What follows belongs to an exercise in optimizing a design on an open flow for small area and a short achievable clock period; a production flow would make more cautious choices.
RTL that was checked went through simulation tests only; none was proved equivalent to the original.
No functional check of the RTL was part of runs 3 to 6.
No activity file was given, so power comes from the tool's default toggle rates.

==> design.v <==
module output_timing#(
  parameter HFP_WIDTH=8,
  parameter HSW_WIDTH=4,
  parameter HBP_WIDTH=8,
  parameter HACTIVE_WIDTH=16,
  parameter DATA_WIDTH=8,
  parameter VFP_WIDTH=8,
  parameter VSW_WIDTH=4,
  parameter VBP_WIDTH=8,
  parameter VACTIVE_WIDTH=16
)(
  input                       clk,
  input                       rst_n,
  input                       sync_en,
  input                       hpol_i,
  input [HFP_WIDTH-1:0]       hfp_i,
  input [HSW_WIDTH-1:0]       hsw_i,
  input [HBP_WIDTH-1:0]       hbp_i,
  input [HACTIVE_WIDTH-1:0]   hactive_i,
  input [VFP_WIDTH-1:0]       vfp_i,
  input [VSW_WIDTH-1:0]       vsw_i,
  input [VBP_WIDTH-1:0]       vbp_i,
  input [VACTIVE_WIDTH-1:0]   vactive_i,
  input [DATA_WIDTH-1:0]      datar_i,
  input [DATA_WIDTH-1:0]      datag_i,
  input [DATA_WIDTH-1:0]      datab_i,
  output [DATA_WIDTH-1:0]     datar_o,
  output [DATA_WIDTH-1:0]     datag_o,
  output [DATA_WIDTH-1:0]     datab_o,
  output                      hsync_o,
  output                      vsync_o,
  output                      de_o
);
localparam [1:0] FP = 2'd0, SW = 2'd1, BP = 2'd2, POST = 2'd3;
localparam [1:0] PRE = 2'd0, ACT = 2'd1, END = 2'd2, UNR = 2'd3;
function [7:0] csa;
  input [7:0] fp;
  input [3:0] sw;
  input [7:0] bp;
  begin
    csa = {fp[3:0] ^ bp[3:0] ^ sw,
           (fp[3:0] & bp[3:0]) | (fp[3:0] & sw) | (bp[3:0] & sw)};
  end
endfunction
function eqk;
  input [7:0] sk;
  input [5:0] c;
  reg   [5:0] x, y, g;
  begin
    x   = {2'b00, sk[7:4]};
    y   = {1'b0, sk[3:0], 1'b0};
    g   = (x & y) | ((x | y) & ~c);
    eqk = ((x ^ y ^ c) == {g[4:0], 1'b0});
  end
endfunction
function [4:0] wrapinfo;
  input [7:0] fp;
  input [3:0] sw;
  input [7:0] bp;
  reg   [7:0] sk;
  reg   [3:0] s, k;
  reg         g1, g2, g3, t2, t3, c3;
  begin
    sk = csa(fp, sw, bp);
    s  = sk[7:4];
    k  = sk[3:0];
    g1 = s[1] & k[0];
    g2 = s[2] & k[1];
    g3 = s[3] & k[2];
    t2 = s[2] | k[1];
    t3 = s[3] | k[2];
    c3 = g2 | (t2 & g1);
    wrapinfo = {(&fp[7:4]) & (&bp[7:4]) & k[3] & (g3 | (t3 & c3)),
                s[3] ^ k[2] ^ c3, s[2] ^ k[1] ^ g1, s[1] ^ k[0], s[0]};
  end
endfunction
wire hfp_z = ~|hfp_i;
wire hsw_z = ~|hsw_i;
wire hbp_z = ~|hbp_i;
wire hfp_1 = (hfp_i == 8'd1);
wire hsw_1 = (hsw_i == 4'd1);
wire hbp_1 = (hbp_i == 8'd1);
wire hfp_2 = (hfp_i == 8'd2);
wire hsw_2 = (hsw_i == 4'd2);
wire hbp_2 = (hbp_i == 8'd2);
wire ha_z  = ~|hactive_i;
wire ha_1  = (hactive_i == 16'd1);
wire ha_2  = (hactive_i == 16'd2);
wire [4:0] hwi = wrapinfo(hfp_i, hsw_i, hbp_i);
wire [7:0] hcs = csa(hfp_i, hsw_i, hbp_i);
wire       hff = (&hfp_i[7:4]) & (&hbp_i[7:4]);
reg       hw_r, hc0_r, hc1_r, ha_zr, ha_1r, ha_2r, hpfp_r, hpsw_r;
reg [3:0] hcw_r;
always @(posedge clk) begin
  hw_r   <= hwi[4];
  hcw_r  <= hwi[3:0];
  hc0_r  <= (hff & eqk(hcs, 6'd32)) | (hfp_z & hsw_z & hbp_z);
  hc1_r  <= (hff & eqk(hcs, 6'd33)) | (hfp_1 & hsw_z & hbp_z) | (hfp_z & hsw_1 & hbp_z)
          | (hfp_z & hsw_z & hbp_1);
  ha_zr  <= ha_z;
  ha_1r  <= ha_1;
  ha_2r  <= ha_2;
  hpfp_r <= hsw_z & hbp_z;
  hpsw_r <= hbp_z;
end
wire [1:0] he0_p = hc0_r ? (ha_zr ? END : ACT) : PRE;
wire       he0_l = hc0_r ? ha_1r : (hcw_r == 4'd1);
wire [1:0] he1_p = hc0_r ? ((ha_zr | ha_1r) ? END : ACT)
                 : hc1_r ? (ha_zr ? END : ACT) : PRE;
wire       he1_l = hc0_r ? ha_2r : hc1_r ? ha_1r : (hcw_r == 4'd2);
wire       he1_3 = !hc1_r;      
reg [1:0] hsp_r;
reg [7:0] hsk_r;     
reg       hsl_r;     
wire [1:0] hp0   = !hfp_z ? FP : !hsw_z ? SW : !hbp_z ? BP : POST;
wire [1:0] hp0n  = !hfp_z ? (!hsw_z ? SW : !hbp_z ? BP : POST)
                 : !hsw_z ? (!hbp_z ? BP : POST) : POST;
wire       hl0_1 = !hfp_z ? hfp_1 : !hsw_z ? hsw_1 : hbp_1;
wire       hl0_2 = !hfp_z ? hfp_2 : !hsw_z ? hsw_2 : hbp_2;
wire       hl0n1 = !hfp_z ? (!hsw_z ? hsw_1 : hbp_1) : hbp_1;
wire [1:0] hp1   = hl0_1 ? hp0n : hp0;
wire       hs1_3 = !hl0_1;
wire       hs1_l = hl0_1 ? hl0n1 : hl0_2;
wire [1:0] hsn = (hsp_r == FP) ? (!hsw_z ? SW : !hbp_z ? BP : POST)
               : (hsp_r == SW) ? (!hbp_z ? BP : POST) : POST;
wire       hsn_1 = (hsp_r == FP) ? (!hsw_z ? hsw_1 : hbp_1) : hbp_1;
wire       hsa_post = (hsp_r == POST)
                    | (hsl_r & ((hsp_r == BP) | ((hsp_r == FP) & hpfp_r) | ((hsp_r == SW) & hpsw_r)));
wire [7:0] hs_len = (hsp_r == FP) ? hfp_i : (hsp_r == SW) ? {4'd0, hsw_i} : hbp_i;
reg [1:0]  hep_r;
reg [15:0] hke_r;    
reg        hel_r;
wire        hunr  = (hep_r == UNR);
wire [1:0]  he_p  = hunr ? he1_p : hep_r;
wire        he_l  = hunr ? he1_l : hel_r;
wire [15:0] he_k  = {hke_r[15:2], hke_r[1] | hunr, hke_r[0] | (hunr & he1_3)};
wire h_reach_c = hw_r ? he_l : hsa_post;
wire h_at_end  = (he_p == END);
wire h_end     = ((he_p == ACT) & he_l) | ((he_p == PRE) & h_reach_c & ha_zr);
always @(posedge clk) begin
  if (!rst_n | h_at_end) begin
    hsp_r <= hp1;
    hsk_r <= {6'd1, hs1_3};
    hsl_r <= hs1_l;
  end else if (!sync_en) begin
    hsp_r <= hp0;
    hsk_r <= 8'd2;
    hsl_r <= hl0_1;
  end else if (hsl_r) begin
    hsp_r <= hsn;
    hsk_r <= 8'd2;
    hsl_r <= hsn_1;
  end else begin
    hsk_r <= hsk_r + 8'd1;
    hsl_r <= (hsk_r == hs_len);
  end
end
always @(posedge clk) begin
  if (!rst_n) begin
    hep_r <= UNR;
    hke_r <= 16'd0;
  end else if (h_at_end) begin
    hep_r <= he1_p;
    hke_r <= {15'd1, he1_3};
    hel_r <= he1_l;
  end else if (!sync_en) begin
    hep_r <= he0_p;
    hke_r <= 16'd2;
    hel_r <= he0_l;
  end else if ((he_p == PRE) & h_reach_c) begin
    hep_r <= ha_zr ? END : ACT;
    hke_r <= 16'd2;
    hel_r <= ha_1r;
  end else if ((he_p == ACT) & he_l) begin
    hep_r <= END;
  end else begin
    hep_r <= he_p;
    hke_r <= he_k + 16'd1;
    hel_r <= (he_p == PRE) ? (he_k[3:0] == hcw_r) : (he_k == hactive_i);
  end
end
reg hsync_r, de_r;
always @(posedge clk) begin
  hsync_r <= rst_n & sync_en & (hsp_r == SW);
  de_r    <= rst_n & sync_en & (he_p == ACT);
end
assign hsync_o = hsync_r;
assign de_o    = de_r;
wire vfp_z = ~|vfp_i;
wire vsw_z = ~|vsw_i;
wire vbp_z = ~|vbp_i;
wire vfp_1 = (vfp_i == 8'd1);
wire vsw_1 = (vsw_i == 4'd1);
wire vbp_1 = (vbp_i == 8'd1);
wire va_z  = ~|vactive_i;
wire va_1  = (vactive_i == 16'd1);
wire [1:0] vp0   = !vfp_z ? FP : !vsw_z ? SW : !vbp_z ? BP : POST;
wire       vl0_1 = !vfp_z ? vfp_1 : !vsw_z ? vsw_1 : vbp_1;
wire [4:0] vwi = wrapinfo(vfp_i, vsw_i, vbp_i);
wire [7:0] vcs = csa(vfp_i, vsw_i, vbp_i);
wire       vff = (&vfp_i[7:4]) & (&vbp_i[7:4]);
reg       vw_r, vc0_r, va_zr, va_1r, vpfp_r, vpsw_r, vl0_1r;
reg [1:0] vp0_r;
reg [3:0] vcw_r;
always @(posedge clk) begin
  vw_r   <= vwi[4];
  vcw_r  <= vwi[3:0];
  vc0_r  <= (vff & eqk(vcs, 6'd32)) | (vfp_z & vsw_z & vbp_z);
  va_zr  <= va_z;
  va_1r  <= va_1;
  vpfp_r <= vsw_z & vbp_z;
  vpsw_r <= vbp_z;
  vp0_r  <= vp0;
  vl0_1r <= vl0_1;
end
wire [1:0] ve0_p = vc0_r ? (va_zr ? END : ACT) : PRE;
wire       ve0_l = vc0_r ? va_1r : (vcw_r == 4'd1);
reg [1:0] vsp_r;
reg [7:0] vsk_r;
reg       vsl_r;
wire       vunr  = (vep_r == UNR);
wire [1:0] vsp_e = vunr ? vp0_r : vsp_r;
wire       vsl_e = vunr ? vl0_1r : vsl_r;
wire [7:0] vsk_e = {vsk_r[7:2], vsk_r[1] | vunr, vsk_r[0]};
wire [1:0] vsn = (vsp_e == FP) ? (!vsw_z ? SW : !vbp_z ? BP : POST)
               : (vsp_e == SW) ? (!vbp_z ? BP : POST) : POST;
wire       vsn_1 = (vsp_e == FP) ? (!vsw_z ? vsw_1 : vbp_1) : vbp_1;
wire       vsa_post = (vsp_e == POST)
                    | (vsl_e & ((vsp_e == BP) | ((vsp_e == FP) & vpfp_r) | ((vsp_e == SW) & vpsw_r)));
wire [7:0] vs_len = (vsp_e == FP) ? vfp_i : (vsp_e == SW) ? {4'd0, vsw_i} : vbp_i;
reg [1:0]  vep_r;
reg [15:0] vke_r;
reg        vel_r;
wire [1:0]  ve_p  = vunr ? ve0_p : vep_r;
wire        ve_l  = vunr ? ve0_l : vel_r;
wire [15:0] ve_k  = {vke_r[15:2], vke_r[1] | vunr, vke_r[0]};
wire v_reach_c = vw_r ? ve_l : vsa_post;
wire v_last    = (ve_p == END) | ((ve_p == ACT) & ve_l)
               | ((ve_p == PRE) & v_reach_c & va_zr);
always @(posedge clk) begin
  if (!rst_n | v_last) begin
    vsk_r <= 8'd0;
  end else if (h_end) begin
    if (vsl_e) begin
      vsp_r <= vsn;
      vsk_r <= 8'd2;
      vsl_r <= vsn_1;
    end else begin
      vsp_r <= vsp_e;
      vsk_r <= vsk_e + 8'd1;
      vsl_r <= (vsk_e == vs_len);
    end
  end
end
always @(posedge clk) begin
  if (!rst_n) begin
    vep_r <= UNR;
    vke_r <= 16'd0;
  end else if (v_last) begin
    vep_r <= UNR;
    vke_r <= 16'd0;
  end else if (h_end) begin
    if ((ve_p == PRE) & v_reach_c) begin
      vep_r <= ACT;
      vke_r <= 16'd2;
      vel_r <= va_1r;
    end else begin
      vep_r <= ve_p;
      vke_r <= ve_k + 16'd1;
      vel_r <= (ve_p == PRE) ? (ve_k[3:0] == vcw_r) : (ve_k == vactive_i);
    end
  end
end
reg vsync_r;
always @(posedge clk) begin
  vsync_r <= rst_n & (vw_r ? (vsp_e != FP) : ((vsp_e == SW) | (ve_p == ACT)));
end
assign vsync_o = vsync_r;
reg [DATA_WIDTH-1:0] datar_r;
reg [DATA_WIDTH-1:0] datag_r;
reg [DATA_WIDTH-1:0] datab_r;
always @(posedge clk) begin
  if (!rst_n) begin
    datar_r <= {DATA_WIDTH{1'b0}};
    datag_r <= {DATA_WIDTH{1'b0}};
    datab_r <= {DATA_WIDTH{1'b0}};
  end else begin
    datar_r <= datar_i;
    datag_r <= datag_i;
    datab_r <= datab_i;
  end
end
assign datar_o = datar_r;
assign datag_o = datag_r;
assign datab_o = datab_r;
endmodule
==> flow/run.sh <==
#!/bin/bash
# Standard ORFS layout, with plain buf_1 cells as the port buffers instead of
# the default delay-buffer cells, and timing repair aiming at 5.3 ns of setup
# slack.  Each tool's log is under orfs/logs/; make's output is in flow_make.log.
set -euo pipefail
bash standard.sh "BUFFER_PORTS_ARGS=-buffer_cell sky130_fd_sc_hd__buf_1" SETUP_SLACK_MARGIN=5.3 finish > flow_make.log 2>&1
==> standard.sh <==
#!/bin/bash
# synth_recipe.tcl (not shown) runs the flow's synth.tcl, then flattens the netlist and writes it again
# the make line also repeats each setting of config.mk as NAME=value (left out here)
make -C /OpenROAD-flow-scripts/flow DESIGN_CONFIG=/design/flow/config.mk WORK_HOME=/design/flow/orfs CLKGATE_MAP_FILE= SYNTH_SCRIPT=/design/flow/synth_recipe.tcl "${@:-finish}"
==> config.mk <==
export PLATFORM = sky130hd
export DESIGN_NAME = output_timing
export DESIGN_NICKNAME = output_timing
export VERILOG_FILES = /design/flow/design.v
export SDC_FILE = /design/flow/constraint.sdc
export NUM_CORES = 4
export LEC_CHECK = 0
export ABC_AREA = 1
export CAP_MARGIN = 20
export CORE_MARGIN = 2
export CORE_UTILIZATION = 65
export SLEW_MARGIN = 20
==> constraint.sdc <==
create_clock -name core_clock -period 8.0 [get_ports {clk}]
set_input_delay 1.6000 -clock core_clock [delete_from_list [all_inputs] [get_ports {clk}]]
set_output_delay 1.6000 -clock core_clock [all_outputs]
set_load 0.01 [all_outputs]
==> results.sh, run 1 <==
export IMPL_outcome="finished clean"
export IMPL_power_leakage_nw=3.799
export IMPL_num_antenna_cells=0
export IMPL_cts_max_level=3
export IMPL_post_route_period_util_pct=36.92
export IMPL_dieArea_sq_um=12010
export IMPL_synth_cell_types=46
export IMPL_place_congestion=0.9348
export IMPL_pre_cts_ws_ns=4.511
export IMPL_cts_tree="built"
export IMPL_worst_slack_ns=5.046
export IMPL_cts_buffer_depth=2
export IMPL_switchingPower_w=0.0004425
export IMPL_switching_share_pct=34.47
export IMPL_p_int_w=0.0008411
export IMPL_fin_nets=1354
export IMPL_setup_viol_count_final=0
export IMPL_ant_nets=0
export IMPL_worstSetupStartpoint="vfp_i[1]"
export IMPL_grt_use_total_pct=29.07
export IMPL_clk_pin_slew_worst_paths_ns=0.10
export IMPL_detailed_place_hpwl_um=12900
export IMPL_synth_seq_area_share_pct=31.92
export IMPL_min_path_type="flop to flop"
export IMPL_worst_pin_slew_ns=0.5752
export IMPL_cts_hold_buf=0
export IMPL_critical_path_max_fanout=2
export IMPL_grt_overflow_total=0
export IMPL_fin_setup_tns_ns=0
export IMPL_power_density_nw_per_um2=154.1
export IMPL_drc=0
export IMPL_antenna_found_initial=0
export IMPL_critPathArrivalTime_ns=3.24
export IMPL_worst_setup_path_end_kind="flop"
export IMPL_ys_top_cells_by_area="dfxtp_1 29%, nand2_1 16%, inv_1 9.2%"
export IMPL_hold_viol_final=0
export IMPL_worst_setup_path_type="input pin to flop"
export IMPL_grt_start_max_net_pins=41
export IMPL_fmaxAchievable_ghz=0.3386
export IMPL_pwr_share_comb_pct=26.6
export IMPL_drt_iter0_markers=480
export IMPL_synth_area_leader_cell="dfxtp_1"
export IMPL_synthCells=1101
export IMPL_r2r_start="vep_r[0]"
export IMPL_worst_hold_slack_ns=0.4942
export IMPL_port_buffers=125
export IMPL_clkPwrFrac_pct=25.4
export IMPL_synth_main_ff_cell="dfxtp_1"
export IMPL_worstHoldStart="vke_r[1]"
export IMPL_vias=7338
export IMPL_syn_avg_cell_area_sq_um=6.580
export IMPL_vias_per_cell=5.352
export IMPL_yosys_area_top_type_share_pct=29.02
export IMPL_drive_above_1_share_pct=9.586
export IMPL_fin_cells=1371
export IMPL_netlist_area_sq_um=7244
export IMPL_num_io_pins=127
export IMPL_syn_nets=1229
export IMPL_syn_to_final_growth_pct=14.99
export IMPL_synth_edf_count=7
export IMPL_wire_per_inst_um=13.09
export IMPL_cts_root_buffer="clkbuf_8"
export IMPL_place_inst=1338
export IMPL_first_global_vias=6347
export IMPL_initial_core_util_pct=66.83
export IMPL_slew_limit_headroom_pct=61.30
export IMPL_cts_sinks=112
export IMPL_fp_dieW_um=109.6
export IMPL_power_frac_seq_pct=48.1
export IMPL_die_h_um=109.6
export IMPL_start_kind="input pin"
export IMPL_core_rowCount=38
export IMPL_irDropWorstVdd_mv=0.1088
export IMPL_skew_ns=0.01515
export IMPL_cts_buffers=9
export IMPL_firstDrtPassIters=5
export IMPL_postSynth_asyncResetShare_pct=0
export IMPL_grt_first_pass_wirelength_um=27790
export IMPL_post_route_min_period_ns=2.954
export IMPL_required_ns=8.29
export IMPL_routed_wl_um=17950
export IMPL_coreArea_sq_um=10840
export IMPL_clock_latency_ns=0.40
export IMPL_rsz0062_at_grt="true"
export IMPL_ys_ff_latch=112
export IMPL_maxCapViolCount=0
export IMPL_timing_max_transition_violations_final=0
export IMPL_ys_warn_count=1
==> cell usage in the layout, fill, tap and decap left out, types with 9 or more instances in the layout <==
master    Yosys  final
a21oi_1      51     51
buf_1         2    110
buf_4         0     17
clkbuf_8      0      9
dfxtp_1     105    105
fa_2          0      9
ha_1         16     11
inv_1       177    171
nand2_1     300    294
nand2_2       6     10
nand3_1     120    118
nand4_1      20     20
nor2_1      101     95
nor3_1       29     25
nor4_1       11      9
o21ai_0      22     20
xnor2_1      16     16
xor2_1       32     32
==> synth_stat cells, drive strengths merged (2+ instances only) <==
library cell and count:
nand2 307, inv 178, nand3 123, dfxtp 105, nor2 103, a21oi 51, xor2 32, nor3 30
o21ai 26, nand4 20, buf 17, ha 16, xnor2 16, clkbuf 13, fa 12, nor4 11
edfxtp 7, or2 7, nand3b 4, o211ai 3, o22ai 3, a21boi 2, a31oi 2, and3 2
==> sequential cells by signal (all words and copies together), names as in the netlist, 4 cells and up <==
register and cells:
vsk_r 8, datag_r 8, datar_r 8, vke_r 16
vcw_r 4, hke_r 16, hsk_r 8, hcw_r 4
datab_r 8
==> power by group through the flow <==
stage	Clock (W)	Sequential [W]	Combinational, W
after floorplan	0	0.000625	0.000230
after global placement	0	0.000629	0.000297
after detailed placement	0	0.000631	0.000305
after CTS	0.000328	0.000618	0.000320
after global routing	0.000349	0.000621	0.000384
final	0.000326	0.000617	0.000341
==> through the flow <==
step           power (W)  util [%]  area (sq um)
2_1_floorplan  0.0008547         -          7322
5_1_grt         0.001354     76.85          8330
3_3_place_gp   0.0009263     71.85          7789
4_1_cts         0.001266     75.25          8158
3_5_place_dp   0.0009353     71.85          7789
6_report        0.001284     76.85          8330
==> repair_timing <==
item,4_1_cts,5_1_grt
hold endpoints to repair,0,0
setup buffers,6,10
endpoints found under the setup margin,40,40
pin swaps,14,9
resized for setup,43,23
gates cloned,1,0
==> worst max-delay path, stage by stage <==
cell	delay [ns]
buf_8	0.10
fa_1	0.49
ha_2	0.21
fa_2	0.35
fa_2	0.34
and2_1	0.15
==> area by class of cell <==
cell class              count  area [sq um]
clock buffers              10         127.6
clock inverters             6         48.80
fillers                   906          2510
inverters                 180         698.2
multi-input cells         780          4278
flip-flops and latches    112          2312
well taps                 140         175.2
repair buffers            143         690.7
==> kinds of logic after synthesis <==
family / share of synthesized area [%]
and+or+nand+nor: 36.53
buffers and inverters: 12.14
DFF: 31.92
AOI/OAI and AO/OA: 7.530
xor gates and xnor gates: 5.803
adders and majority gates: 6.079
==> final timing paths <==
path | end | slack [ns] | cells after the start
setup / recovery | vw_r | 5.05 | 6
hold / removal | vke_r[1] | 0.49 | 2
setup reg to reg | vsp_r[1] | 5.47 | 9
hold reg to reg | vke_r[1] | 0.49 | 2
==> layer usage <==
metal	GRT usage (%)	part of all wire [%]	routed length, um	vias up
li1	-	-	-	3729
met1	36.66	43	7745	3302
met2	50.66	49	8843	271
met3	3.972	5.8	1035	36
met4	10.58	1.8	328	0
met5	0	0	0	-
==> run 2, diff against run 1 <==
==> flow/run.sh (replaced) <==
#!/bin/bash
# Standard ORFS layout, with plain buf_1 cells as the port buffers instead of
# the default delay-buffer cells, and timing repair aiming at 5.5 ns of setup
# slack.  Each tool's log is under orfs/logs/; make's output is in flow_make.log.
set -euo pipefail
bash standard.sh "BUFFER_PORTS_ARGS=-buffer_cell sky130_fd_sc_hd__buf_1" SETUP_SLACK_MARGIN=5.5 finish > flow_make.log 2>&1
--- a/config.mk
+++ b/config.mk
@@ -5,7 +5,6 @@
 export SDC_FILE = /design/flow/constraint.sdc
 export NUM_CORES = 4
 export LEC_CHECK = 0
-export ABC_AREA = 1
 export CAP_MARGIN = 20
 export CORE_MARGIN = 2
 export CORE_UTILIZATION = 65
==> run 2 against run 1 <==
Synthesized cell count down 36%. Via count down 17%. Clock power up 6.4%. Largest cell class unchanged.
==> results.sh, run 2 <==
export IMPL_outcome="finished clean"
export IMPL_irDropWorstVdd_mv=0.09211
export IMPL_place_congestion=0.9815
export IMPL_clk_pin_slew_worst_paths_ns=0.10
export IMPL_place_area_sq_um=6884
export IMPL_critPathArrivalTime_ns=3.07
export IMPL_synth_seq_area_share_pct=36.90
export IMPL_cts_hold_buf=0
export IMPL_fillers=558
export IMPL_ys_ff_latch=112
export IMPL_post_route_period_util_pct=36.89
export IMPL_netlist_area_sq_um=6266
export IMPL_worst_pin_slew_ns=0.9277
export IMPL_antenna_found_initial=0
export IMPL_num_antenna_cells=0
export IMPL_drive_above_1_share_pct=20.78
export IMPL_firstDrtPassIters=6
export IMPL_worst_setup_path_end_kind="flop"
export IMPL_pwr_share_comb_pct=26.6
export IMPL_mostFrequentLayoutCells="102 x dfxtp_1, 86 x buf_1, 68 x nor2_1"
export IMPL_fmaxAchievable_ghz=0.3389
export IMPL_cts_buffers=9
export IMPL_r2r_start="vep_r[1]"
export IMPL_clock_latency_ns=0.39
export IMPL_synth_main_ff_cell="dfxtp_1"
export IMPL_grt_start_max_net_pins=34
export IMPL_switching_share_pct=32.36
export IMPL_min_path_type="flop to flop"
export IMPL_power_density_nw_per_um2=168.4
export IMPL_ff2ff_setup_slack_ns=5.51
export IMPL_power_leakage_nw=2.999
export IMPL_r2r_cells=7
export IMPL_final_core_util_pct=84.53
export IMPL_syn_nets=835
export IMPL_final_area_sq_um=7848
export IMPL_initial_core_util_pct=67.49
export IMPL_clkPwrFrac_pct=26.3
export IMPL_synth_most_common_cell="dfxtp_1"
export IMPL_cts_tree="built"
export IMPL_met1_usage_pct=38.81
export IMPL_syn_avg_cell_area_sq_um=8.863
export IMPL_synthCells=707
export IMPL_vias=6067
export IMPL_endpoint="hsp_r[0]"
export IMPL_fp_dieW_um=102.2
export IMPL_switchingPower_w=0.0004277
export IMPL_vias_per_cell=6.216
export IMPL_power_frac_seq_pct=47.1
export IMPL_synth_cell_types=72
export IMPL_start_kind="input pin"
export IMPL_setup_viol_count_final=0
export IMPL_cts_root_buffer="clkbuf_8"
export IMPL_worst_setup_path_type="input pin to flop"
export IMPL_worstSetupStartpoint="hbp_i[4]"
export IMPL_core_rowCount=35
export IMPL_ys_warn_count=1
export IMPL_grt_overflow_total=0
export IMPL_cts_buffer_depth=2
export IMPL_port_buffers=125
export IMPL_post_route_min_period_ns=2.951
export IMPL_detailed_place_hpwl_um=11290
export IMPL_dieArea_sq_um=10440
export IMPL_routed_wl_um=18440
export IMPL_maxCapViolCount=0
export IMPL_fin_setup_tns_ns=0
export IMPL_grt_util_met3_pct=6.224
export IMPL_cts_max_level=3
export IMPL_ys_top_cells_by_area="dfxtp_1 34%, xor2_1 8.1%, xnor2_1 5.3%"
export IMPL_first_global_vias=5741
export IMPL_top_usage_layer="met2"
export IMPL_grt_use_total_pct=32.90
export IMPL_r2r_end="vsp_r[1]"
export IMPL_drc=0
export IMPL_critical_path_max_fanout=4
export IMPL_timing_max_transition_violations_final=0
export IMPL_synth_edf_count=7
export IMPL_wire_per_inst_um=18.89
export IMPL_hold_viol_final=0
export IMPL_layout_commonest_cell="dfxtp_1"
export IMPL_required_ns=8.11
export IMPL_yosys_top_cells_count="105 x dfxtp_1, 73 x nor2_1, 58 x xor2_1"
export IMPL_grt_first_pass_wirelength_um=26970
export IMPL_die_h_um=102.2
export IMPL_ant_nets=0
export IMPL_cts_sinks=112
export IMPL_rsz0062_at_grt="true"
export IMPL_p_int_w=0.0008942
export IMPL_fin_nets=970
export IMPL_num_io_pins=127
export IMPL_yosys_area_top_type_share_pct=33.55
export IMPL_syn_to_final_growth_pct=25.24
export IMPL_postSynth_asyncResetShare_pct=0
export IMPL_skew_ns=0.01965
export IMPL_drt_iter0_markers=508
export IMPL_met2_usage_pct=57.54
export IMPL_synth_area_leader_cell="dfxtp_1"
export IMPL_reg_top3="hke_r: 16 flops, vke_r: 16 flops"
export IMPL_slew_limit_headroom_pct=37.28
export IMPL_coreArea_sq_um=9284
[run 2: area by class of cell]
| class | instances | area [sq um] | share of cell area, % |
|---|---|---|---|
| multi-input cells | 532 | 4128 | 52.60 |
| repair buffers | 152 | 895.9 | 11.42 |
| clock inverters | 5 | 66.31 | 0.8450 |
| well taps | 129 | 161.4 | 2.057 |
| clock buffers | 11 | 131.4 | 1.674 |
| flip-flops and latches | 112 | 2316 | 29.51 |
| inverters | 35 | 148.9 | 1.897 |
[run 2: through the flow]
stage	total power, W	worst slack (ns)	instances	hold slack, ns
after floorplan	0.0008284	4.829	707	0.4690
after detailed placement	0.0009063	4.209	933	0.4893
final	0.001322	5.049	976	0.5116
after CTS	0.001273	5.077	969	0.5084
after global placement	0.0008938	4.320	933	0.4809
after global routing	0.001376	4.913	976	0.5417
[run 2: how the worst min path moves through the flow]
stage,from,end,cells past startpoint
2_1_floorplan,vsk_r[7],vsk_r[7],2
4_1_cts,vke_r[1],vke_r[1],2
5_1_grt,vke_r[1],vke_r[1],2
3_5_place_dp,vsk_r[1],vsk_r[1],2
3_3_place_gp,vsk_r[1],vsk_r[1],2
6_report,vke_r[1],vke_r[1],2
[run 2: power by group through the flow]
stage | Combinational (W) | Clock (W) | Sequential (W)
after detailed placement | 0.000270 | 0 | 0.000636
after floorplan | 0.000201 | 0 | 0.000627
after global routing | 0.000381 | 0.000369 | 0.000627
final | 0.000352 | 0.000347 | 0.000623
after global placement | 0.000259 | 0 | 0.000635
after CTS | 0.000308 | 0.000344 | 0.000620
[run 2: per-layer routing]
metal / up-vias / part of all wire, %
met5: - / 0
met4: 0 / 5.8
met3: 112 / 8.7
met2: 399 / 49
met1: 2809 / 37
li1: 2747 / -
[run 2: cell families (layout without fill, tap and decap cells)]
kind of cell    Yosys count  in the layout  share of synthesized area [%]
buf+inv                  63            203                          3.994
fa+ha+maj                28             28                          7.029
flops                   112            112                          36.90
simple gates            279            279                          23.64
mux                      17             17                          2.975
xor+xnor                 96             96                          13.42
compound gates          112            112                          12.04
[run 2: critical path, stage by stage]
cell	delay, ns
buf_8	0.10
nor4_4	0.31
and3b_2	0.29
a211oi_4	0.08
a211oi_4	0.26
nand2_2	0.14
o32ai_2	0.15
a32oi_1	0.13
[run 2: repair_timing]
action,in CTS,in global routing
setup endpoints to repair,79,56
buffers inserted,20,7
endpoints found under the hold margin,0,0
resized for setup,98,78
pin swaps,30,27
==> run 3, diff against run 2 <==
--- a/design.v
+++ b/design.v
@@ -104,10 +104,10 @@
   hpsw_r <= hbp_z;
 end
 wire [1:0] he0_p = hc0_r ? (ha_zr ? END : ACT) : PRE;
-wire       he0_l = hc0_r ? ha_1r : (hcw_r == 4'd1);
+wire       he0_l = hc0_r ? ha_1r : (hw_r & (hcw_r == 4'd1));
 wire [1:0] he1_p = hc0_r ? ((ha_zr | ha_1r) ? END : ACT)
                  : hc1_r ? (ha_zr ? END : ACT) : PRE;
-wire       he1_l = hc0_r ? ha_2r : hc1_r ? ha_1r : (hcw_r == 4'd2);
+wire       he1_l = hc0_r ? ha_2r : hc1_r ? ha_1r : (hw_r & (hcw_r == 4'd2));
 wire       he1_3 = !hc1_r;      
 reg [1:0] hsp_r;
 reg [7:0] hsk_r;     
@@ -134,7 +134,7 @@
 wire [1:0]  he_p  = hunr ? he1_p : hep_r;
 wire        he_l  = hunr ? he1_l : hel_r;
 wire [15:0] he_k  = {hke_r[15:2], hke_r[1] | hunr, hke_r[0] | (hunr & he1_3)};
-wire h_reach_c = hw_r ? he_l : hsa_post;
+wire h_reach_c = he_l | hsa_post;    
 wire h_at_end  = (he_p == END);
 wire h_end     = ((he_p == ACT) & he_l) | ((he_p == PRE) & h_reach_c & ha_zr);
 always @(posedge clk) begin
@@ -176,7 +176,7 @@
   end else begin
     hep_r <= he_p;
     hke_r <= he_k + 16'd1;
-    hel_r <= (he_p == PRE) ? (he_k[3:0] == hcw_r) : (he_k == hactive_i);
+    hel_r <= (he_p == PRE) ? (hw_r & (he_k[3:0] == hcw_r)) : (he_k == hactive_i);
   end
 end
 reg hsync_r, de_r;
@@ -214,7 +214,7 @@
   vl0_1r <= vl0_1;
 end
 wire [1:0] ve0_p = vc0_r ? (va_zr ? END : ACT) : PRE;
-wire       ve0_l = vc0_r ? va_1r : (vcw_r == 4'd1);
+wire       ve0_l = vc0_r ? va_1r : (vw_r & (vcw_r == 4'd1));
 reg [1:0] vsp_r;
 reg [7:0] vsk_r;
 reg       vsl_r;
@@ -234,7 +234,7 @@
 wire [1:0]  ve_p  = vunr ? ve0_p : vep_r;
 wire        ve_l  = vunr ? ve0_l : vel_r;
 wire [15:0] ve_k  = {vke_r[15:2], vke_r[1] | vunr, vke_r[0]};
-wire v_reach_c = vw_r ? ve_l : vsa_post;
+wire v_reach_c = ve_l | vsa_post;
 wire v_last    = (ve_p == END) | ((ve_p == ACT) & ve_l)
                | ((ve_p == PRE) & v_reach_c & va_zr);
 always @(posedge clk) begin
@@ -267,7 +267,7 @@
     end else begin
       vep_r <= ve_p;
       vke_r <= ve_k + 16'd1;
-      vel_r <= (ve_p == PRE) ? (ve_k[3:0] == vcw_r) : (ve_k == vactive_i);
+      vel_r <= (ve_p == PRE) ? (vw_r & (ve_k[3:0] == vcw_r)) : (ve_k == vactive_i);
     end
   end
 end
==> flow/run.sh (replaced) <==
#!/bin/bash
# Standard ORFS layout, with plain buf_1 cells as the port buffers instead of
# the default delay-buffer cells, and timing repair aiming at 5.0 ns of setup
# slack.  Each tool's log is under orfs/logs/; make's output is in flow_make.log.
set -euo pipefail
bash standard.sh "BUFFER_PORTS_ARGS=-buffer_cell sky130_fd_sc_hd__buf_1" SETUP_SLACK_MARGIN=5.0 finish > flow_make.log 2>&1
--- a/config.mk
+++ b/config.mk
@@ -7,5 +7,5 @@
 export LEC_CHECK = 0
 export CAP_MARGIN = 20
 export CORE_MARGIN = 2
-export CORE_UTILIZATION = 65
+export CORE_UTILIZATION = 60
 export SLEW_MARGIN = 20
==> run 3 against run 2 <==
Global-route usage decreased by 6.9 points. Critical path depth decreased by 2. Utilization decreased by 16 points. Sequential power about the same. Maximum frequency decreased by 0.68%. Largest cell class unchanged. Highest routed layer unchanged.
==> results.sh, run 3 <==
export IMPL_outcome="finished clean"
export IMPL_ant_nets=0
export IMPL_first_global_vias=5222
export IMPL_worst_setup_path_type="input pin to flop"
export IMPL_grt_first_pass_wirelength_um=24550
export IMPL_clk_pin_slew_worst_paths_ns=0.11
export IMPL_required_ns=8.29
export IMPL_critPathArrivalTime_ns=3.27
export IMPL_wl_met2_um=7298
export IMPL_skew_ns=0.01851
export IMPL_detailed_place_hpwl_um=11360
export IMPL_yosys_top_cells_count="105 x dfxtp_1, 49 x nor2_1, 47 x xor2_1"
export IMPL_cts_sinks=112
export IMPL_post_route_min_period_ns=2.971
export IMPL_fin_nets=975
export IMPL_worst_setup_path_end_kind="flop"
export IMPL_die_h_um=108.5
export IMPL_routed_wl_um=15190
export IMPL_worst_hold_slack_ns=0.5093
export IMPL_min_path_type="flop to flop"
export IMPL_top_layer_used="met4"
export IMPL_antenna_found_initial=0
export IMPL_reg_top3="hke_r: 16 flops, vke_r: 16 flops"
export IMPL_num_antenna_cells=0
export IMPL_synth_most_common_cell="dfxtp_1"
export IMPL_synth_edf_count=7
export IMPL_place_inst=975
export IMPL_ff2ff_setup_slack_ns=5.21
export IMPL_power_density_nw_per_um2=169.4
export IMPL_slew_limit_headroom_pct=42.64
export IMPL_coreArea_sq_um=10750
export IMPL_drive_above_1_share_pct=7.864
export IMPL_wirelength_met1_um=7055
export IMPL_synth_cell_types=76
export IMPL_synth_area_leader_cell="dfxtp_1"
export IMPL_dieArea_sq_um=11780
export IMPL_fillers=920
export IMPL_clock_latency_ns=0.40
export IMPL_core_rowCount=38
export IMPL_path_delay_family="adder cells"
export IMPL_syn_nets=870
export IMPL_firstDrtPassIters=7
export IMPL_drc=0
export IMPL_cts_root_buffer="clkbuf_8"
export IMPL_netlist_area_sq_um=6555
export IMPL_setup_viol_count_final=0
export IMPL_rsz0062_at_grt="false"
export IMPL_wire_per_inst_um=15.31
export IMPL_vias_per_cell=5.878
export IMPL_cp_num_buf_inv=1
export IMPL_fmaxAchievable_ghz=0.3366
export IMPL_grt_overflow_total=0
export IMPL_layout_commonest_cell="buf_1"
export IMPL_place_congestion=0.8900
export IMPL_ys_ff_latch=112
export IMPL_ys_top_cells_by_area="dfxtp_1 32%, xor2_1 6.3%, xnor2_1 5.7%"
export IMPL_cts_tree="built"
export IMPL_crit_slowest_cell="fa_1"
export IMPL_fin_cells=992
export IMPL_drt_iter0_markers=435
export IMPL_syn_avg_cell_area_sq_um=8.834
export IMPL_timing_max_transition_violations_final=0
export IMPL_power_leakage_nw=2.665
export IMPL_maxCapViolCount=0
export IMPL_syn_to_final_growth_pct=12.79
export IMPL_mostFrequentLayoutCells="116 x buf_1, 103 x dfxtp_1, 48 x nor2_1"
export IMPL_ys_warn_count=1
export IMPL_vias=5831
export IMPL_cts_buffers=9
export IMPL_start_kind="input pin"
export IMPL_worst_path_most_repeated_cell="fa_1"
export IMPL_initial_core_util_pct=61.00
export IMPL_synth_seq_area_share_pct=35.27
export IMPL_num_io_pins=127
export IMPL_yosys_area_top_type_share_pct=32.07
export IMPL_wl_met3_um=696
export IMPL_max_stage_delay_ns=0.46
export IMPL_synthCells=742
export IMPL_cts_buffer_depth=2
export IMPL_irDropWorstVdd_mv=0.2076
export IMPL_grt_use_total_pct=26.02
export IMPL_synth_main_ff_cell="dfxtp_1"
export IMPL_crit_chain="buf_1 -> fa_1 -> ha_2 -> fa_2 -> fa_1 -> and2_1"
export IMPL_postSynth_asyncResetShare_pct=0
export IMPL_worst_pin_slew_ns=0.8531
export IMPL_critical_path_max_fanout=5
export IMPL_hold_viol_final=0
export IMPL_cts_max_level=3
export IMPL_post_route_period_util_pct=37.14
export IMPL_fp_dieW_um=108.5
export IMPL_fin_setup_tns_ns=0
export IMPL_port_buffers=125
export IMPL_grt_start_max_net_pins=35
==> run 3: cell count changes in the layout (fill, tap and decap cells not counted), sizes merged, moves of 5 or more <==
| cell | change |
|---|---|
| a21oi | +10 |
| clkbuf | -7 |
| and3 | +7 |
| o31ai | +11 |
| xnor2 | +5 |
| or4 | +13 |
| xor2 | -11 |
| buf | -15 |
| nor2 | -24 |
| nand2b | +8 |
| nor4 | -6 |
==> run 3: cell type report <==
cell class	instances	area [sq um]	area share, %
Tap cell	140	175.2	2.369
Sequential cell	112	2315	31.31
Timing Repair Buffer	129	510.5	6.905
Multi-Input combinational cell	562	4033	54.54
Clock buffer	12	176.4	2.386
Inverter	33	128.9	1.743
Clock inverter	4	55.05	0.7446
==> run 3: cell families (layout without fill, tap and decap cells) <==
kind of cell             Yosys count  in the layout  synth area share (%)
XOR/XNOR                          90             90                 12.03
flip-flops                       112            112                 35.27
AO/OA/AOI/OAI                    152            152                 15.65
multiplexers                      13             13                 2.081
buffers and inverters             68            178                 4.218
adder cells (fa/ha/maj)           28             28                 6.719
AND/OR/NAND/NOR                  279            279                 24.03
==> run 3: report_power, final <==
part | internal, W | switching (W) | total (W)
logic | 0.000110 | 0.000143 | 0.000253
clock network | 0.000183 | 0.000196 | 0.000379
registers | 0.000592 | 0.0000281 | 0.000620
==> run 3: path summary, 6_finish.rpt <==
kind	start	to	cells after the start
max	vfp_i[0]	vw_r	6
min	vke_r[15]	vke_r[15]	2
max reg2reg	vep_r[1]	vel_r	7
min reg2reg	vke_r[15]	vke_r[15]	2
==> run 3: per-layer routing <==
metal / up-vias / GRT usage, %
li1: 2874 / -
met1: 2806 / 34.78
met2: 136 / 43.13
met3: 15 / 6.088
met4: 0 / 5.311
met5: - / 0
==> run 3: timing repair <==
action                                  in CTS  in global routing
endpoints found under the hold margin        0                  0
hold buffers                                 0                  0
buffers inserted                             1                  0
gates resized for setup                      8                 10
pin swaps                                    1                  1
endpoints found under the setup margin      28                 29
==> run 3: tightest hold or removal path: stages, from the launching register on <==
cell	delay (ns)
dfxtp_1	0.35
o31ai_1	0.07
a21oi_1	0.06
==> run 3: metrics by stage <==
step	total power (W)	setup slack (ns)	util [%]	area, sq um
global placement	0.0008701	4.457	66.20	7113
global route	0.001318	5.000	68.81	7393
detailed placement	0.0008802	4.443	66.20	7113
finish	0.001253	5.029	68.81	7393
floorplan	0.0008038	4.815	-	6599
CTS	0.001258	5.002	68.57	7368
==> run 4, diff against run 3 <==
--- a/config.mk
+++ b/config.mk
@@ -7,5 +7,5 @@
 export LEC_CHECK = 0
 export CAP_MARGIN = 20
 export CORE_MARGIN = 2
-export CORE_UTILIZATION = 60
+export CORE_UTILIZATION = 65
 export SLEW_MARGIN = 20
==> run 4 against run 3 <==
Maximum frequency fell by 1.6%. Clock skew fell by 0.0064 ns. Critical path type unchanged. Non-clock buffer count rose by 4. Highest routed layer unchanged. Setup slack got worse by 0.049 ns. Still clean. Critical endpoint is now hcw_r[3]. Synthesized cell count did not move.
==> results.sh, run 4 <==
export IMPL_reg_top3="hke_r: 16 flops, vke_r: 16 flops"
export IMPL_layout_commonest_cell="buf_1"
export IMPL_cts_max_level=3
export IMPL_dieArea_sq_um=10900
export IMPL_vias=5932
export IMPL_post_route_period_util_pct=37.76
export IMPL_skew_ns=0.01211
export IMPL_ys_top_cells_by_area="dfxtp_1 32%, xor2_1 6.3%, xnor2_1 5.7%"
export IMPL_grt_first_pass_wirelength_um=25790
export IMPL_rsz0062_at_grt="true"
export IMPL_num_antenna_cells=0
export IMPL_hold_viol_final=0
export IMPL_min_path_type="flop to flop"
export IMPL_ant_nets=0
export IMPL_setup_viol_count_final=0
export IMPL_detailed_place_hpwl_um=11470
export IMPL_postSynth_asyncResetShare_pct=0
export IMPL_firstDrtPassIters=5
export IMPL_maxCapViolCount=0
export IMPL_slew_limit_headroom_pct=44.03
export IMPL_clock_latency_ns=0.38
export IMPL_irDropWorstVdd_mv=0.1476
export IMPL_synth_area_leader_cell="dfxtp_1"
export IMPL_cts_root_buffer="clkbuf_8"
export IMPL_antenna_found_initial=0
export IMPL_synth_seq_area_share_pct=35.27
export IMPL_cts_buffer_depth=2
export IMPL_synth_main_ff_cell="dfxtp_1"
export IMPL_top_layer_used="met4"
export IMPL_drive_above_1_share_pct=8.294
export IMPL_initial_core_util_pct=67.06
export IMPL_grt_use_total_pct=28.07
export IMPL_syn_avg_cell_area_sq_um=8.834
export IMPL_grt_overflow_total=0
export IMPL_grt_start_max_net_pins=46
export IMPL_final_area_sq_um=7403
export IMPL_netlist_area_sq_um=6555
export IMPL_mostFrequentLayoutCells="118 x buf_1, 105 x dfxtp_1, 48 x nor2_1"
export IMPL_wl_met3_um=930
export IMPL_synth_edf_count=7
export IMPL_routed_wl_um=15330
export IMPL_timing_max_transition_violations_final=0
export IMPL_cts_sinks=112
export IMPL_wirelength_met1_um=6595
export IMPL_synth_most_common_cell="dfxtp_1"
export IMPL_worst_hold_slack_ns=0.5123
export IMPL_vias_per_cell=5.998
export IMPL_clk_pin_slew_worst_paths_ns=0.10
export IMPL_coreArea_sq_um=9774
export IMPL_wl_met2_um=7632
export IMPL_fmaxAchievable_ghz=0.3311
export IMPL_power_density_nw_per_um2=165.0
export IMPL_ys_ff_latch=112
export IMPL_num_io_pins=127
export IMPL_yosys_top_cells_count="105 x dfxtp_1, 49 x nor2_1, 47 x xor2_1"
export IMPL_syn_to_final_growth_pct=12.94
export IMPL_required_ns=8.33
export IMPL_power_leakage_nw=2.669
export IMPL_cts_tree="built"
export IMPL_critical_path_max_fanout=5
export IMPL_worst_setup_path_type="input pin to flop"
export IMPL_fin_nets=979
export IMPL_syn_nets=870
export IMPL_first_global_vias=5631
export IMPL_yosys_area_top_type_share_pct=32.07
export IMPL_synth_cell_types=76
export IMPL_synthCells=742
export IMPL_drc=0
export IMPL_worst_pin_slew_ns=0.8324
export IMPL_start_kind="input pin"
export IMPL_port_buffers=125
export IMPL_critPathArrivalTime_ns=3.35
export IMPL_post_route_min_period_ns=3.021
export IMPL_ys_warn_count=1
export IMPL_ff2ff_setup_slack_ns=5.16
export IMPL_cts_buffers=9
export IMPL_die_h_um=104.4
export IMPL_fillers=775
export IMPL_place_area_sq_um=7104
export IMPL_place_congestion=0.9036
export IMPL_fin_setup_tns_ns=0
export IMPL_fp_dieW_um=104.4
export IMPL_drt_iter0_markers=457
export IMPL_wire_per_inst_um=15.50
export IMPL_core_rowCount=36
export IMPL_worst_setup_path_end_kind="flop"
export IMPL_outcome="finished clean"
[run 4: changes by cell type in the layout (fill, tap and decap cells not counted), sizes merged]
cell,change
clkbuf,-3
bufinv,-1
clkinv,+1
buf,+6
inv,+1
[run 4: logic make-up (layout without fill, tap and decap cells)]
family / count (synthesis) / in the layout / share of synthesized area, %
AO/OA/AOI/OAI: 152 / 152 / 15.65
XOR/XNOR: 90 / 90 / 12.03
adder cells (fa/ha/maj): 28 / 28 / 6.719
buffers and inverters: 68 / 182 / 4.218
flip-flops: 112 / 112 / 35.27
multiplexers: 13 / 13 / 2.081
AND/OR/NAND/NOR: 279 / 279 / 24.03
[run 4: worst max-delay path, cell delays in order]
cell and delay (ns):
buf_1 0.19, fa_1 0.48, ha_2 0.21, fa_2 0.32, inv_1 0.08, fa_2 0.42, inv_1 0.05
[run 4: worst paths after layout]
check                  end  depth (start not counted)     start
hold / removal    vsk_r[5]                          2  vsk_r[5]
setup / recovery  hcw_r[3]                          7  hbp_i[1]
hold reg to reg   vsk_r[5]                          2  vsk_r[5]
setup reg to reg     vsl_r                          7  vep_r[0]
[run 4: power by group]
| group | internal, W | leakage, nW | switching [W] |
|---|---|---|---|
| logic | 0.000113 | 1.64 | 0.000145 |
| registers | 0.000592 | 0.929 | 0.0000275 |
| clock network | 0.000146 | 0.105 | 0.000198 |
| total | 0.000851 | 2.67 | 0.000371 |
[run 4: routing by layer]
| metal | global-route usage [%] | vias up |
|---|---|---|
| li1 | - | 2887 |
| met1 | 36.30 | 2790 |
| met2 | 48.51 | 237 |
| met3 | 4.825 | 18 |
| met4 | 7.336 | 0 |
| met5 | 0 | - |
[run 4: stage by stage]
| stage | total power [W] | setup WS (ns) | instances | util [%] |
|---|---|---|---|---|
| 5_1_grt | 0.001282 | 4.945 | 989 | 75.74 |
| 3_5_place_dp | 0.0008798 | 4.419 | 968 | 72.68 |
| 6_report | 0.001222 | 4.980 | 989 | 75.74 |
| 2_1_floorplan | 0.0008038 | 4.815 | 742 | - |
| 3_3_place_gp | 0.0008681 | 4.467 | 968 | 72.68 |
| 4_1_cts | 0.001221 | 4.954 | 984 | 75.00 |
[run 4: layout make-up]
class                           instances  area [sq um]  share of cell area (%)
Inverter                               33         128.9                   1.741
Clock buffer                           11         162.7                   2.197
Multi-Input combinational cell        562          4050                   54.71
Clock inverter                          5         45.04                  0.6084
Sequential cell                       112          2312                   31.23
Timing Repair Buffer                  133         538.0                   7.267
Tap cell                              133         166.4                   2.248
[run 4: what timing repair did]
item | CTS | global route
setup endpoints to repair | 20 | 30
buffers inserted | 0 | 5
pin swaps | 0 | 7
gates cloned | 0 | 0
resized for setup | 6 | 14
hold buffers | 0 | 0
==> run 5, diff against run 4 <==
--- a/design.v
+++ b/design.v
@@ -54,24 +54,12 @@
   end
 endfunction
 function [4:0] wrapinfo;
-  input [7:0] fp;
-  input [3:0] sw;
-  input [7:0] bp;
-  reg   [7:0] sk;
-  reg   [3:0] s, k;
-  reg         g1, g2, g3, t2, t3, c3;
+  input [7:0] sk;
+  input       ff;
+  reg   [5:0] n;
   begin
-    sk = csa(fp, sw, bp);
-    s  = sk[7:4];
-    k  = sk[3:0];
-    g1 = s[1] & k[0];
-    g2 = s[2] & k[1];
-    g3 = s[3] & k[2];
-    t2 = s[2] | k[1];
-    t3 = s[3] | k[2];
-    c3 = g2 | (t2 & g1);
-    wrapinfo = {(&fp[7:4]) & (&bp[7:4]) & k[3] & (g3 | (t3 & c3)),
-                s[3] ^ k[2] ^ c3, s[2] ^ k[1] ^ g1, s[1] ^ k[0], s[0]};
+    n = {2'b00, sk[7:4]} + {1'b0, sk[3:0], 1'b0};
+    wrapinfo = {ff & n[5], n[3:0]};
   end
 endfunction
 wire hfp_z = ~|hfp_i;
@@ -86,28 +74,32 @@
 wire ha_z  = ~|hactive_i;
 wire ha_1  = (hactive_i == 16'd1);
 wire ha_2  = (hactive_i == 16'd2);
-wire [4:0] hwi = wrapinfo(hfp_i, hsw_i, hbp_i);
 wire [7:0] hcs = csa(hfp_i, hsw_i, hbp_i);
 wire       hff = (&hfp_i[7:4]) & (&hbp_i[7:4]);
-reg       hw_r, hc0_r, hc1_r, ha_zr, ha_1r, ha_2r, hpfp_r, hpsw_r;
-reg [3:0] hcw_r;
-always @(posedge clk) begin
-  hw_r   <= hwi[4];
-  hcw_r  <= hwi[3:0];
+reg       hff_r, hc0_r, hc1_r, hw33_r, hw34_r, ha_zr, ha_1r, ha_2r, hpfp_r, hpsw_r;
+reg [7:0] hcs_r;
+always @(posedge clk) begin
+  hcs_r  <= hcs;
+  hff_r  <= hff;
   hc0_r  <= (hff & eqk(hcs, 6'd32)) | (hfp_z & hsw_z & hbp_z);
   hc1_r  <= (hff & eqk(hcs, 6'd33)) | (hfp_1 & hsw_z & hbp_z) | (hfp_z & hsw_1 & hbp_z)
           | (hfp_z & hsw_z & hbp_1);
+  hw33_r <= hff & eqk(hcs, 6'd33);
+  hw34_r <= hff & eqk(hcs, 6'd34);
   ha_zr  <= ha_z;
   ha_1r  <= ha_1;
   ha_2r  <= ha_2;
   hpfp_r <= hsw_z & hbp_z;
   hpsw_r <= hbp_z;
 end
+wire [4:0] hwi   = wrapinfo(hcs_r, hff_r);
+wire       hw_r  = hwi[4];
+wire [3:0] hcw_r = hwi[3:0];
 wire [1:0] he0_p = hc0_r ? (ha_zr ? END : ACT) : PRE;
-wire       he0_l = hc0_r ? ha_1r : (hw_r & (hcw_r == 4'd1));
+wire       he0_l = hc0_r ? ha_1r : hw33_r;
 wire [1:0] he1_p = hc0_r ? ((ha_zr | ha_1r) ? END : ACT)
                  : hc1_r ? (ha_zr ? END : ACT) : PRE;
-wire       he1_l = hc0_r ? ha_2r : hc1_r ? ha_1r : (hw_r & (hcw_r == 4'd2));
+wire       he1_l = hc0_r ? ha_2r : hc1_r ? ha_1r : hw34_r;
 wire       he1_3 = !hc1_r;      
 reg [1:0] hsp_r;
 reg [7:0] hsk_r;     
@@ -196,16 +188,16 @@
 wire va_1  = (vactive_i == 16'd1);
 wire [1:0] vp0   = !vfp_z ? FP : !vsw_z ? SW : !vbp_z ? BP : POST;
 wire       vl0_1 = !vfp_z ? vfp_1 : !vsw_z ? vsw_1 : vbp_1;
-wire [4:0] vwi = wrapinfo(vfp_i, vsw_i, vbp_i);
 wire [7:0] vcs = csa(vfp_i, vsw_i, vbp_i);
 wire       vff = (&vfp_i[7:4]) & (&vbp_i[7:4]);
-reg       vw_r, vc0_r, va_zr, va_1r, vpfp_r, vpsw_r, vl0_1r;
+reg       vff_r, vc0_r, vw33_r, va_zr, va_1r, vpfp_r, vpsw_r, vl0_1r;
 reg [1:0] vp0_r;
-reg [3:0] vcw_r;
-always @(posedge clk) begin
-  vw_r   <= vwi[4];
-  vcw_r  <= vwi[3:0];
+reg [7:0] vcs_r;
+always @(posedge clk) begin
+  vcs_r  <= vcs;
+  vff_r  <= vff;
   vc0_r  <= (vff & eqk(vcs, 6'd32)) | (vfp_z & vsw_z & vbp_z);
+  vw33_r <= vff & eqk(vcs, 6'd33);
   va_zr  <= va_z;
   va_1r  <= va_1;
   vpfp_r <= vsw_z & vbp_z;
@@ -213,8 +205,11 @@
   vp0_r  <= vp0;
   vl0_1r <= vl0_1;
 end
+wire [4:0] vwi   = wrapinfo(vcs_r, vff_r);
+wire       vw_r  = vwi[4];
+wire [3:0] vcw_r = vwi[3:0];
 wire [1:0] ve0_p = vc0_r ? (va_zr ? END : ACT) : PRE;
-wire       ve0_l = vc0_r ? va_1r : (vw_r & (vcw_r == 4'd1));
+wire       ve0_l = vc0_r ? va_1r : vw33_r;
 reg [1:0] vsp_r;
 reg [7:0] vsk_r;
 reg       vsl_r;
==> run 5 against run 4 <==
Wire length rose by 3.4%. Via count barely moved. Die area rose by 1.6%. Clock skew fell by 0.0051 ns. Sequential cell count rose by 11. Critical path depth fell by 1. Power rose by 39%. Highest routed layer unchanged.
==> results.sh, run 5 <==
export IMPL_post_route_min_period_ns=2.945
export IMPL_cts_root_buffer="clkbuf_8"
export IMPL_synth_cell_types=73
export IMPL_r2r_end="vsk_r[2]"
export IMPL_vias_per_cell=5.859
export IMPL_clock_latency_ns=0.52
export IMPL_final_area_sq_um=7883
export IMPL_antenna_found_initial=0
export IMPL_fp_dieW_um=105.3
export IMPL_ant_nets=0
export IMPL_worstHoldStart="vsk_r[1]"
export IMPL_fin_setup_tns_ns=0
export IMPL_synthCells=748
export IMPL_yosys_area_top_type_share_pct=34.84
export IMPL_ff2ff_setup_slack_ns=5.22
export IMPL_firstDrtPassIters=5
export IMPL_ys_top_cells_by_area="dfxtp_1 35%, xor2_1 7.2%, xnor2_1 5.5%"
export IMPL_vias=5929
export IMPL_worst_setup_path_end_kind="flop"
export IMPL_grt_first_pass_wirelength_um=26350
export IMPL_reg_top3="hke_r: 16 flops, vke_r: 16 flops"
export IMPL_r2r_start="hep_r[1]"
export IMPL_drt_iter0_markers=270
export IMPL_worstHoldPathCells=2
export IMPL_routed_wl_um=15840
export IMPL_num_io_pins=127
export IMPL_yosys_top_cells_count="116 x dfxtp_1, 76 x nor2_1, 55 x xor2_1"
export IMPL_required_ns=8.28
export IMPL_hold_viol_final=0
export IMPL_cts_tree="built"
export IMPL_synth_main_ff_cell="dfxtp_1"
export IMPL_initial_core_util_pct=67.57
export IMPL_synth_area_leader_cell="dfxtp_1"
export IMPL_clk_pin_slew_worst_paths_ns=0.06
export IMPL_die_h_um=105.3
export IMPL_mostFrequentLayoutCells="124 x buf_1, 116 x dfxtp_1, 75 x nor2_1"
export IMPL_cts_max_level=4
export IMPL_netlist_area_sq_um=6665
export IMPL_port_buffers=125
export IMPL_num_antenna_cells=0
export IMPL_slew_limit_headroom_pct=25.38
export IMPL_start_kind="input pin"
export IMPL_post_route_period_util_pct=36.81
export IMPL_synth_seq_area_share_pct=38.00
export IMPL_wire_per_inst_um=15.66
export IMPL_detailed_place_hpwl_um=11410
export IMPL_layout_commonest_cell="buf_1"
export IMPL_fmaxAchievable_ghz=0.3396
export IMPL_critPathArrivalTime_ns=3.23
export IMPL_irDropWorstVdd_mv=0.1485
export IMPL_coreArea_sq_um=9864
export IMPL_ys_ff_latch=123
export IMPL_dieArea_sq_um=11080
export IMPL_timing_max_transition_violations_final=0
export IMPL_place_congestion=0.8924
export IMPL_fin_nets=992
export IMPL_syn_nets=873
export IMPL_maxCapViolCount=0
export IMPL_drc=0
export IMPL_grt_start_max_net_pins=36
export IMPL_skew_ns=0.007029
export IMPL_synth_edf_count=7
export IMPL_cts_hold_buf=0
export IMPL_fillers=668
export IMPL_holdPathEnd="vsk_r[1]"
export IMPL_syn_avg_cell_area_sq_um=8.911
export IMPL_setup_viol_count_final=0
export IMPL_min_path_type="flop to flop"
export IMPL_cts_buffer_depth=2
export IMPL_postSynth_asyncResetShare_pct=0
export IMPL_core_rowCount=36
export IMPL_ys_warn_count=1
export IMPL_area_sequential_sq_um=2532
export IMPL_syn_to_final_growth_pct=18.27
export IMPL_drive_above_1_share_pct=7.053
export IMPL_power_density_nw_per_um2=214.9
export IMPL_grt_use_total_pct=29.30
export IMPL_r2r_cells=6
export IMPL_multi_input_area_sq_um=3860
export IMPL_rsz0062_at_grt="false"
export IMPL_cts_buffers=17
export IMPL_outcome="finished clean"
export IMPL_place_area_sq_um=7217
export IMPL_first_global_vias=5796
export IMPL_synth_most_common_cell="dfxtp_1"
export IMPL_worst_pin_slew_ns=1.112
export IMPL_worst_setup_path_type="input pin to flop"
export IMPL_cts_sinks=123
export IMPL_grt_overflow_total=0
export IMPL_critical_path_max_fanout=5
export IMPL_power_leakage_nw=3.035
==> run 5: timing repair <==
item,CTS,global route
setup buffers,0,2
endpoints found under the setup margin,0,8
gates resized for setup,0,3
==> run 5: routing by layer <==
metal / vias to the layer above / GRT usage (%) / share of wire [%]
li1: 2881 / - / -
met1: 2783 / 35.85 / 42
met2: 226 / 49.91 / 49
met3: 39 / 6.184 / 6.4
met4: 0 / 12.38 / 2.7
met5: - / 0 / 0
==> run 5: worst max path at each step <==
stage	endpoint	cells after the start	start
2_1_floorplan	hsp_r[0]	5	hfp_i[3]
3_3_place_gp	hsp_r[0]	6	hfp_i[3]
3_5_place_dp	hsl_r	7	hbp_i[4]
4_1_cts	vke_r[7]	6	hep_r[1]
5_1_grt	hc1_r	8	hbp_i[3]
6_report	hsp_r[0]	6	hfp_i[3]
==> run 5: metrics by stage <==
stage / util (%) / instances / setup WS (ns) / total power, W / hold slack (ns)
after floorplan: - / 748 / 4.753 / 0.0008129 / 0.4316
after global placement: 73.16 / 979 / 4.557 / 0.0008709 / 0.4520
after detailed placement: 73.16 / 979 / 4.537 / 0.0008811 / 0.4488
after CTS: 79.64 / 1010 / 5.036 / 0.001698 / 0.4599
after global routing: 79.91 / 1012 / 5.007 / 0.001757 / 0.5036
final: 79.91 / 1012 / 5.055 / 0.001694 / 0.4592
==> run 5: critical path: stages <==
cell and delay (ns):
buf_1 0.11, or4_4 0.54, or4_4 0.48, nor2b_4 0.17, a32oi_1 0.11, o22a_1 0.20
==> run 5: final cells by class <==
cell class              count  share of cell area (%)
multi-input cells         548                   48.97
clock buffers              19                   5.746
clock inverters            12                   2.365
repair buffers            130                   6.444
well taps                 133                   2.111
inverters                  47                   2.238
flip-flops and latches    123                   32.13
==> run 5: logic make-up (layout without fill, tap and decap cells) <==
logic type                 count (synthesis)  count (layout)  share of synthesized area, %
and+or+nand+nor                          284             284                         23.07
AOI/OAI and AO/OA                        125             125                         13.14
DFF                                      123             123                         38.00
xor gates and xnor gates                  97              97                         12.75
buffers and inverters                     77             208                         4.599
adders and majority gates                 25              25                         5.819
muxes                                     17              17                         2.628
==> run 5: report_power, final <==
part	total [W]	switching [W]	internal [W]
Sequential	0.000659	0.0000172	0.000642
Clock	0.000821	0.000286	0.000535
Combinational	0.000214	0.000124	0.0000907
==> run 6, diff against run 5 <==
--- a/design.v
+++ b/design.v
@@ -32,7 +32,7 @@
   output                      de_o
 );
 localparam [1:0] FP = 2'd0, SW = 2'd1, BP = 2'd2, POST = 2'd3;
-localparam [1:0] PRE = 2'd0, ACT = 2'd1, END = 2'd2, UNR = 2'd3;
+localparam [1:0] PRE = 2'd0, ACT = 2'd1, END = 2'd2;
 function [7:0] csa;
   input [7:0] fp;
   input [3:0] sw;
@@ -122,7 +122,8 @@
 reg [1:0]  hep_r;
 reg [15:0] hke_r;    
 reg        hel_r;
-wire        hunr  = (hep_r == UNR);
+reg         hu_r;    
+wire        hunr  = hu_r;
 wire [1:0]  he_p  = hunr ? he1_p : hep_r;
 wire        he_l  = hunr ? he1_l : hel_r;
 wire [15:0] he_k  = {hke_r[15:2], hke_r[1] | hunr, hke_r[0] | (hunr & he1_3)};
@@ -148,8 +149,11 @@
   end
 end
 always @(posedge clk) begin
+  hu_r <= !rst_n;
+end
+always @(posedge clk) begin
   if (!rst_n) begin
-    hep_r <= UNR;
+    hep_r <= PRE;
     hke_r <= 16'd0;
   end else if (h_at_end) begin
     hep_r <= he1_p;
@@ -213,7 +217,8 @@
 reg [1:0] vsp_r;
 reg [7:0] vsk_r;
 reg       vsl_r;
-wire       vunr  = (vep_r == UNR);
+reg        vu_r;    
+wire       vunr  = vu_r;
 wire [1:0] vsp_e = vunr ? vp0_r : vsp_r;
 wire       vsl_e = vunr ? vl0_1r : vsl_r;
 wire [7:0] vsk_e = {vsk_r[7:2], vsk_r[1] | vunr, vsk_r[0]};
@@ -248,11 +253,14 @@
   end
 end
 always @(posedge clk) begin
-  if (!rst_n) begin
-    vep_r <= UNR;
-    vke_r <= 16'd0;
-  end else if (v_last) begin
-    vep_r <= UNR;
+  if (!rst_n | v_last)
+    vu_r <= 1'b1;
+  else if (h_end)
+    vu_r <= 1'b0;
+end
+always @(posedge clk) begin
+  if (!rst_n | v_last) begin
+    vep_r <= PRE;
     vke_r <= 16'd0;
   end else if (h_end) begin
     if ((ve_p == PRE) & v_reach_c) begin
==> run 6 against run 5 <==
Final cell count increased by 6.7%. Largest cell class unchanged. Area after synthesis increased by 5.0%. Largest power group unchanged. Via count increased by 8.1%. Global-route usage decreased by 0.28 points. Setup slack got worse by 0.074 ns. Critical endpoint is now hc1_r. Sequential power increased by 1%. Highest routed layer unchanged.
==> results.sh, run 6 <==
export IMPL_outcome="finished clean"
export IMPL_timing_max_transition_violations_final=0
export IMPL_cts_buffers=17
export IMPL_hold_viol_final=0
export IMPL_initial_core_util_pct=67.47
export IMPL_num_antenna_cells=0
export IMPL_first_global_vias=6121
export IMPL_dieArea_sq_um=11610
export IMPL_reg_top3="hke_r: 16 flops, vke_r: 16 flops"
export IMPL_p_int_w=0.001178
export IMPL_antenna_found_initial=0
export IMPL_worst_pin_slew_ns=0.7810
export IMPL_vias=6412
export IMPL_synth_compound_area_share_pct=14.63
export IMPL_fp_dieW_um=107.8
export IMPL_cts_tree="built"
export IMPL_crit_chain="buf_4 -> inv_8 -> fa_1 -> ha_1 -> xnor2_2 -> nor4b_2 -> nor3b_2 -> a41oi_1 -> o21ai_1"
export IMPL_grt_overflow_total=0
export IMPL_die_h_um=107.8
export IMPL_synth_area_leader_cell="dfxtp_1"
export IMPL_synth_cell_types=72
export IMPL_start_kind="input pin"
export IMPL_synthMuxAreaShare_pct=1.949
export IMPL_cts_hold_buf=0
export IMPL_cts_root_buffer="clkbuf_8"
export IMPL_synth_seq_area_share_pct=36.77
export IMPL_pre_cts_ws_ns=4.166
export IMPL_synth_simple_gate_area_share_pct=24.54
export IMPL_synth_xor_area_share_pct=10.77
export IMPL_synth_main_ff_cell="dfxtp_1"
export IMPL_switchingPower_w=0.0003891
export IMPL_fmaxAchievable_ghz=0.3313
export IMPL_syn_nets=950
export IMPL_postSynth_asyncResetShare_pct=0
export IMPL_grt_use_total_pct=29.02
export IMPL_slew_limit_headroom_pct=47.46
export IMPL_switching_share_pct=24.83
export IMPL_routed_wl_um=16750
export IMPL_critical_path_max_fanout=3
export IMPL_min_path_type="flop to flop"
export IMPL_cts_sinks=125
export IMPL_netlist_area_sq_um=6997
export IMPL_drc=0
export IMPL_power_frac_seq_pct=42.6
export IMPL_cts_max_level=4
export IMPL_core_rowCount=37
export IMPL_layout_commonest_cell="buf_1"
export IMPL_post_route_period_util_pct=37.73
export IMPL_vias_per_cell=5.937
export IMPL_mostFrequentLayoutCells="121 x buf_1, 118 x dfxtp_1, 84 x nor2_1"
export IMPL_syn_to_final_growth_pct=15.47
export IMPL_path_delay_family="adder cells"
export IMPL_power_leakage_nw=2.963
export IMPL_rsz0062_at_grt="true"
export IMPL_ys_top_cells_by_area="dfxtp_1 34%, xnor2_1 6.6%, nor2_1 4.5%"
export IMPL_fin_nets=1057
export IMPL_ys_ff_latch=125
export IMPL_ys_warn_count=1
export IMPL_skew_ns=0.006880
export IMPL_crit_slowest_cell="fa_1"
export IMPL_critPathArrivalTime_ns=3.47
export IMPL_synth_top_family_by_area="simple AND/OR/NAND/NOR gates"
export IMPL_ant_nets=0
export IMPL_cts_buffer_depth=2
export IMPL_yosys_area_top_type_share_pct=33.76
export IMPL_synth_edf_count=7
export IMPL_clkPwrFrac_pct=44.6
export IMPL_place_congestion=0.9301
export IMPL_fillers=759
export IMPL_maxCapViolCount=0
export IMPL_setup_viol_count_final=0
[run 6: power by group through the flow]
stage | sequential (W) | clock (W) | combinational [W]
3_5_place_dp | 0.000680 | 0 | 0.000193
5_1_grt | 0.000670 | 0.000730 | 0.000224
3_3_place_gp | 0.000679 | 0 | 0.000186
2_1_floorplan | 0.000675 | 0 | 0.000134
6_report | 0.000667 | 0.000698 | 0.000202
4_1_cts | 0.000667 | 0.000705 | 0.000197
[run 6: what timing repair did]
| action | 4_1_cts | 5_1_grt |
|---|---|---|
| setup buffers | 1 | 3 |
| gates resized for setup | 4 | 15 |
| endpoints found under the setup margin | 19 | 18 |
| endpoints found under the hold margin | 0 | 0 |
| pin swaps | 1 | 5 |
[run 6: final timing paths]
path	start	depth (start not counted)	to	slack (ns)
hold / removal	vep_r[1]	2	vep_r[1]	0.48
hold reg to reg	vep_r[1]	2	vep_r[1]	0.48
setup reg to reg	vu_r	5	vsp_r[1]	5.11
setup / recovery	hbp_i[3]	9	hc1_r	4.98
[run 6: metrics by stage]
stage                     utilization, %  hold slack [ns]  instance area (sq um)   power, W  std cells
after floorplan                        -           0.4424                   7015  0.0008098        825
after global placement             71.96           0.4575                   7462  0.0008649       1045
after detailed placement           71.96           0.4665                   7462  0.0008729       1045
after CTS                          77.45           0.4745                   8031   0.001569       1077
after global routing               77.91           0.5105                   8079   0.001625       1080
final                              77.91           0.4785                   8079   0.001567       1080
[run 6: metal layers]
| layer | vias up | track usage, % | routed length, um |
|---|---|---|---|
| li1 | 3121 | - | - |
| met1 | 2994 | 34.45 | 6861 |
| met2 | 260 | 51.44 | 8496 |
| met3 | 37 | 6.295 | 1051 |
| met4 | 0 | 10.35 | 336 |
| met5 | - | 0 | 0 |
[run 6: cells by family after synthesis]
| family | Yosys count |
|---|---|
| and+or+nand+nor | 335 |
| AOI/OAI and AO/OA | 144 |
| DFF | 125 |
| buffers and inverters | 97 |
| xor gates and xnor gates | 86 |
| adders and majority gates | 25 |
| muxes | 13 |
[run 6: tightest hold or removal path: cells and delay by family, from the launching register on]
| kind | cells | cell delay [ns] |
|---|---|---|
| AO/OA/AOI/OAI | 1 | 0.06 |
| buffers and inverters | 1 | 0.06 |
| flip-flops | 1 | 0.31 |
[run 6: layout make-up]
cell class	instances	area (sq um)	share of cell area (%)
clock inverter	5	27.53	0.3407
tap	136	170.2	2.106
inverter	55	214.0	2.648
multi-input combinational	603	4054	50.18
timing repair buffer	130	520.5	6.443
sequential	125	2572	31.84
clock buffer	26	520.5	6.443

Re-timed with assumed drivers on the ports (clkbuf_16 on the clock, buf_2 on other inputs), run 6 has 4.990 ns of setup slack against 4.982 ns with ideal ports, and 4.441 ns once port delays also move by the mid clock arrival of 0.550 ns.
